This is an optimization exercise on Yosys and OpenROAD, whose aim is small area and a short achievable clock period, not a production implementation. Where RTL was checked, it was by simulation tests only, not by an equivalence proof against the original.

== run a ==
// gte_unr_divide
module gte_unr_divide (
   input  wire        clk,
   input  wire        reset,
   input  wire        trigger,
   input  wire [15:0] lhs,
   input  wire [15:0] rhs,
   output reg  [16:0] result,
   output reg         div_error
);
export LEC_CHECK = 0
export CAP_MARGIN = 20
export CORE_MARGIN = 2
export CORE_UTILIZATION = 40
export SETUP_SLACK_MARGIN = 2.5
export SLEW_MARGIN = 20
export SYNTH_MEMORY_MAX_BITS = 16384
create_clock -name core_clock -period 8.0 [get_ports {clk}]
run.sh (not shown) runs the stock make flow with config.mk's settings and CLKGATE_MAP_FILE= SYNTH_SCRIPT=/design/flow/synth_recipe.tcl, a recipe that flattens the netlist after the stock synthesis.
Run a completed; timing, DRC and antenna clean
Here is what was changed in the inputs of run b compared with run a.
- a change of SETUP_SLACK_MARGIN from 2.5 to 5
## What came out
- NOTE: sequential share of cell area in run b falls short of that of run a
- Per the comparison of run b with run a, number of DRC markers after the initial detailed-route iteration went up 34%, non-clock buffer area fraction after layout went up 4.0 points.
- Changes observed in run b relative to run a: setup slack grew by 0.020 ns; detailed-routed wire length on met2 increased 13%; final critical path time including I/O delays and setup fell by 0.020 ns.
- met3 usage in global routing up 0.58 points in run b wrt run a
No functional check of the RTL was part of any run of this note.

---

gte_unr_divide, a different RTL version from the one above (not shown whole).
For scale: ~2600 cells after synthesis, roughly 320 flip-flops, about 53 I/O pins, roughly 0.022 sq mm of cells after synthesis.
## gte_unr_divide
module gte_unr_divide (
   input  wire        clk,
   input  wire        reset,
   input  wire        trigger,
   input  wire [15:0] lhs,
   input  wire [15:0] rhs,
   output reg  [16:0] result,
   output reg         div_error
);
make LEC_CHECK=0 ABC_AREA=1 CAP_MARGIN=20 CORE_MARGIN=2 CORE_UTILIZATION=40 SETUP_SLACK_MARGIN=4.5 SLEW_MARGIN=20 finish   # period 8.0 ns
The baseline finished clean.
Change:
--- a/flow/config.mk
+++ b/flow/config.mk
@@ -8 +7,0 @@
-export ABC_AREA = 1
@@ -11 +10,3 @@
-export CORE_UTILIZATION = 40
+export CORE_UTILIZATION = 65
+export CTS_CLUSTER_DIAMETER = 100
+export CTS_CLUSTER_SIZE = 25
The new run finished with timing, DRC and antenna clean.
Synthesized area climbs by 0.56%.
Hold slack is worse by 4.5 ps.
Global-route usage climbs by 9.5 points.
Sequential share of layout area climbs by 1.3 points.
Setup slack is better by 4.0 ps.
Fmax stays flat.
Clock-buffer cell count drops by 31.
Change:
--- a/flow/config.mk
+++ b/flow/config.mk
@@ -10,3 +10 @@
-export CORE_UTILIZATION = 65
-export CTS_CLUSTER_DIAMETER = 100
-export CTS_CLUSTER_SIZE = 25
+export CORE_UTILIZATION = 40
=> The changed run passed the timing, DRC and antenna checks; cell area came out higher by 5.0%; via count came out lower by 1.4%; clock skew came out higher by 22 ps; worst setup slack gains 9.5 ps; synthesized cell count stays the same; hold slack loses 29 ps; first-iteration DRC count came out lower by 28%.
Change:
==> flow/flow/run.sh (new file) <==
#!/bin/bash
# The standard ORFS layout (standard.sh: the standard flow's synthesis and flow), with two
# changes: the port buffers are buf_2 cells instead of the default choice, and
# the repair steps aim for a tighter setup margin.
set -euo pipefail
MARGIN=$(cat flow/margin.txt)
bash standard.sh "BUFFER_PORTS_ARGS=-buffer_cell sky130_fd_sc_hd__buf_2" "SETUP_SLACK_MARGIN=$MARGIN" finish > standard_make.log 2>&1
==> flow/flow/margin.txt (new file) <==
5
==> flow/standard.sh (new file) <==
#!/bin/bash
# synth_recipe.tcl (not shown) runs the flow's synth.tcl, then flattens the netlist and writes it again
# the make line also repeats each setting of config.mk as NAME=value (left out here)
make -C /OpenROAD-flow-scripts/flow DESIGN_CONFIG=/design/flow/config.mk WORK_HOME=/design/flow/orfs CLKGATE_MAP_FILE= SYNTH_SCRIPT=/design/flow/synth_recipe.tcl "${@:-finish}"
--- a/flow/config.mk
+++ b/flow/config.mk
@@ -11 +10,0 @@
-export SETUP_SLACK_MARGIN = 4.5
removed: flow/run.sh
The changed run completed without violations.
Worst setup slack improved by 88 ps.
First-iteration DRC count increases by 19%.
Sequential share of layout area decreases by 1.0 points.
Change:
==> flow/run.sh (new file) <==
#!/bin/bash
# synth_recipe.tcl (not shown) runs the flow's synth.tcl, then flattens the netlist and writes it again
# the make line also repeats each setting of config.mk as NAME=value (left out here)
make -C /OpenROAD-flow-scripts/flow DESIGN_CONFIG=/design/flow/config.mk WORK_HOME=/design/flow/orfs CLKGATE_MAP_FILE= SYNTH_SCRIPT=/design/flow/synth_recipe.tcl finish
--- a/flow/config.mk
+++ b/flow/config.mk
@@ -10,0 +11 @@
+export SETUP_SLACK_MARGIN = 5
removed: flow/flow/run.sh
removed: flow/flow/margin.txt
removed: flow/standard.sh
=>
- register-to-register slack gains 20 ps
- worst hold slack gains 21 ps
- final area increases by 4.1%
- via count increases by 1.9%

---

## v25
Another version of the RTL of gte_unr_divide (not shown whole).
Size: about 2300 cells after synthesis, roughly 310 flip-flops, roughly 53 I/O pins, ~22000 µm² of cells after synthesis.
clock: 8.0 ns
lec_check: 0
cap_margin: 20
core_margin: 2
core_utilization: 65
cts_cluster_diameter: 100
cts_cluster_size: 25
setup_slack_margin: 4.5
slew_margin: 20
standard.sh (not shown) runs the stock make flow with config.mk's settings and CLKGATE_MAP_FILE= SYNTH_SCRIPT=/design/flow/synth_recipe.tcl, a recipe that flattens the netlist after the stock synthesis.
==> flow/flow/run.sh <==
#!/bin/bash
set -euo pipefail
bash standard.sh "BUFFER_PORTS_ARGS=-buffer_cell sky130_fd_sc_hd__buf_2" finish > standard_make.log 2>&1
The final layout from v25, which completed every stage, passed the timing, DRC and antenna checks at the end of the flow.
[inputs] v35 vs v25
# v25
export LEC_CHECK = 0
export CAP_MARGIN = 20
export CORE_MARGIN = 2
export CORE_UTILIZATION = 65
export CTS_CLUSTER_DIAMETER = 100
export CTS_CLUSTER_SIZE = 25
export SETUP_SLACK_MARGIN = 4.5
export SLEW_MARGIN = 20
create_clock -name core_clock -period 8.0 [get_ports {clk}]
# v35
export LEC_CHECK = 0
export CAP_MARGIN = 20
export CORE_MARGIN = 2
export CORE_UTILIZATION = 65
export CTS_CLUSTER_DIAMETER = 100
export CTS_CLUSTER_SIZE = 25
export SETUP_SLACK_MARGIN = 4.6
export SLEW_MARGIN = 20
export TNS_END_PERCENT = 30
create_clock -name core_clock -period 8.0 [get_ports {clk}]
Notes after the runs:
Relative to v35, the following input files were edited for v50:
# v35
export LEC_CHECK = 0
export CAP_MARGIN = 20
export CORE_MARGIN = 2
export CORE_UTILIZATION = 65
export CTS_CLUSTER_DIAMETER = 100
export CTS_CLUSTER_SIZE = 25
export SETUP_SLACK_MARGIN = 4.6
export SLEW_MARGIN = 20
export TNS_END_PERCENT = 30
create_clock -name core_clock -period 8.0 [get_ports {clk}]
# v50
export LEC_CHECK = 0
export CAP_MARGIN = 20
export CORE_MARGIN = 2
export CORE_UTILIZATION = 65
export CTS_CLUSTER_DIAMETER = 100
export CTS_CLUSTER_SIZE = 25
export SETUP_SLACK_MARGIN = 4.6
export SLEW_MARGIN = 20
create_clock -name core_clock -period 8.0 [get_ports {clk}]
--- outcome ---
v50 vs v35 — transition time at the pin with the least slew margin dropped 0.035 ns.
v50 reached the final stage; the timing, DRC and antenna checks on its layout passed.
From v35 to v50 the numbers moved as follows: core utilization shows no meaningful change; number of clock buffers in the layout shows an increase of 1; setup slack shows an increase of 0.11 ns; global routing met3 resource utilization shows a reduction of 0.48 points.

---

Another version of the RTL of gte_unr_divide (not shown whole).
For scale: roughly 310 flip-flops, roughly 53 I/O pins, ~22000 sq um of cells after synthesis.
export LEC_CHECK = 0
export CAP_MARGIN = 20
export CORE_MARGIN = 2
export CORE_UTILIZATION = 65
export CTS_CLUSTER_DIAMETER = 100
export CTS_CLUSTER_SIZE = 25
export SETUP_SLACK_MARGIN = 4.0
export SLEW_MARGIN = 20
create_clock -name core_clock -period 8.0 [get_ports {clk}]
Scripts as last shown in full above: flow/flow/run.sh
The starting point ran to the end with no violations.
==> next run, changes <==
SETUP_SLACK_MARGIN = 4.7   (was 4.0)
After rerunning:
- utilization increases by 3.6 points
- final area increases by 5.2%
- global-route usage increases by 0.93 points
- routed wire length increases by 5.8%
- via count increases by 1.4%
- worst setup slack gains 370 ps
- cell count increases by 1.4%
==> next run, changes <==
SETUP_SLACK_MARGIN = 4.5   (was 4.7)
After rerunning:
- The new run passed the timing, DRC and antenna checks
- core utilization goes down by 2.2 points
- hold slack gains 7.2 ps
- design area goes down by 3.1%
- final cell count goes down by about 0.7%
- sequential cell count does not change

---

gte_unr_divide, a different RTL version from the one above (not shown whole).
Size: about 2400 cells after synthesis, ~310 flip-flops, roughly 23000 µm² of cells after synthesis.
clock: 8.0 ns
lec_check: 0
cap_margin: 20
core_margin: 2
core_utilization: 65
cts_cluster_diameter: 100
cts_cluster_size: 25
setup_slack_margin: 4.5
slew_margin: 20
run.sh (not shown) runs the stock make flow with config.mk's settings and CLKGATE_MAP_FILE= SYNTH_SCRIPT=/design/flow/synth_recipe.tcl, a recipe that flattens the netlist after the stock synthesis.
Stock flow here: none of the scripts above is used.
The starting point ran to the end with no violations.
Next try:
==> flow/flow/run.sh (new file) <==
#!/bin/bash
set -euo pipefail
bash standard.sh "BUFFER_PORTS_ARGS=-buffer_cell sky130_fd_sc_hd__buf_2" finish > standard_make.log 2>&1
==> flow/standard.sh (new file) <==
#!/bin/bash
# synth_recipe.tcl (not shown) runs the flow's synth.tcl, then flattens the netlist and writes it again
# the make line also repeats each setting of config.mk as NAME=value (left out here)
make -C /OpenROAD-flow-scripts/flow DESIGN_CONFIG=/design/flow/config.mk WORK_HOME=/design/flow/orfs CLKGATE_MAP_FILE= SYNTH_SCRIPT=/design/flow/synth_recipe.tcl "${@:-finish}"
removed: flow/run.sh
Outcome:
- utilization shrinks by 0.93 points
- final cell count is about the same
- via count shrinks by 1.5%
- wire length shrinks by 0.91%
- global-route usage shrinks by 0.35 points
- die area is unchanged
- area after synthesis is unchanged
- maximum frequency grows by 0.63%
- sequential cell count is unchanged
No run of this note included a check of the RTL's function; only the layout flow was run.

[what the ideal ports hide]
No port has a modelled driver above. Below, the same layouts with a new extraction and two added sets of constraints. Step 1 (the two cells are an assumption about what drives the block):
set clk [get_ports {clk}]
set_driving_cell -lib_cell sky130_fd_sc_hd__clkbuf_16 $clk
set_driving_cell -lib_cell sky130_fd_sc_hd__buf_2 [delete_from_list [all_inputs] $clk]
Step 2 times the ports against the registers' clock, not the clock port: input delays grow and output delays shrink by t, the midpoint of the rising clock arrivals with the driver on. Slacks: no drivers / after step 1 / after step 2; pairs: no drivers / after step 1.
run	t, ns	slack for setup (ns)	hold slack, ns	worst register clock-pin slew, ns	worst slew at a driven data input, ns
run a	0.599	2.525 / 2.525 / 2.525	0.324 / 0.324 / 0.324	0.07 / 0.07	0.04
run b	0.603	2.545 / 2.545 / 2.545	0.307 / 0.307 / 0.307	0.07 / 0.07	0.06
the first run of note 2	0.598	4.525 / 4.525 / 4.121	0.320 / 0.320 / 0.320	0.06 / 0.06	0.04
the second run of note 2	0.565	4.529 / 4.529 / 4.039	0.315 / 0.315 / 0.315	0.10 / 0.10	0.04
the third run of note 2	0.609	4.539 / 4.567 / 3.958	0.286 / 0.286 / 0.286	0.06 / 0.06	0.04
the fourth run of note 2	0.605	4.626 / 4.626 / 4.188	0.301 / 0.301 / 0.301	0.06 / 0.06	0.05
the fifth run of note 2	0.600	4.646 / 4.646 / 4.282	0.322 / 0.322 / 0.322	0.07 / 0.07	0.06
v25	0.563	4.605 / 4.605 / 4.186	0.316 / 0.316 / 0.316	0.10 / 0.10	0.05
v35	0.560	4.558 / 4.558 / 4.277	0.329 / 0.329 / 0.329	0.10 / 0.10	0.04
v50	0.565	4.670 / 4.670 / 4.168	0.329 / 0.329 / 0.329	0.10 / 0.10	0.03
the first run of note 4	0.553	4.218 / 4.218 / 3.787	0.327 / 0.327 / 0.327	0.10 / 0.10	0.03
the second run of note 4	0.566	4.584 / 4.584 / 4.205	0.318 / 0.318 / 0.318	0.10 / 0.10	0.04
the third run of note 4	0.555	4.578 / 4.578 / 4.088	0.325 / 0.325 / 0.325	0.10 / 0.10	0.03
the first run of note 5	0.577	4.568 / 4.609 / 4.032	0.301 / 0.301 / 0.301	0.10 / 0.10	0.04
the second run of note 5	0.569	4.589 / 4.589 / 4.087	0.328 / 0.328 / 0.328	0.10 / 0.10	0.04
After both steps every run listed still meets setup and hold. For the third run of note 2, which loses most, drivers alone change the setup slack by +0.028 ns; drivers and shift together by -0.581 ns.
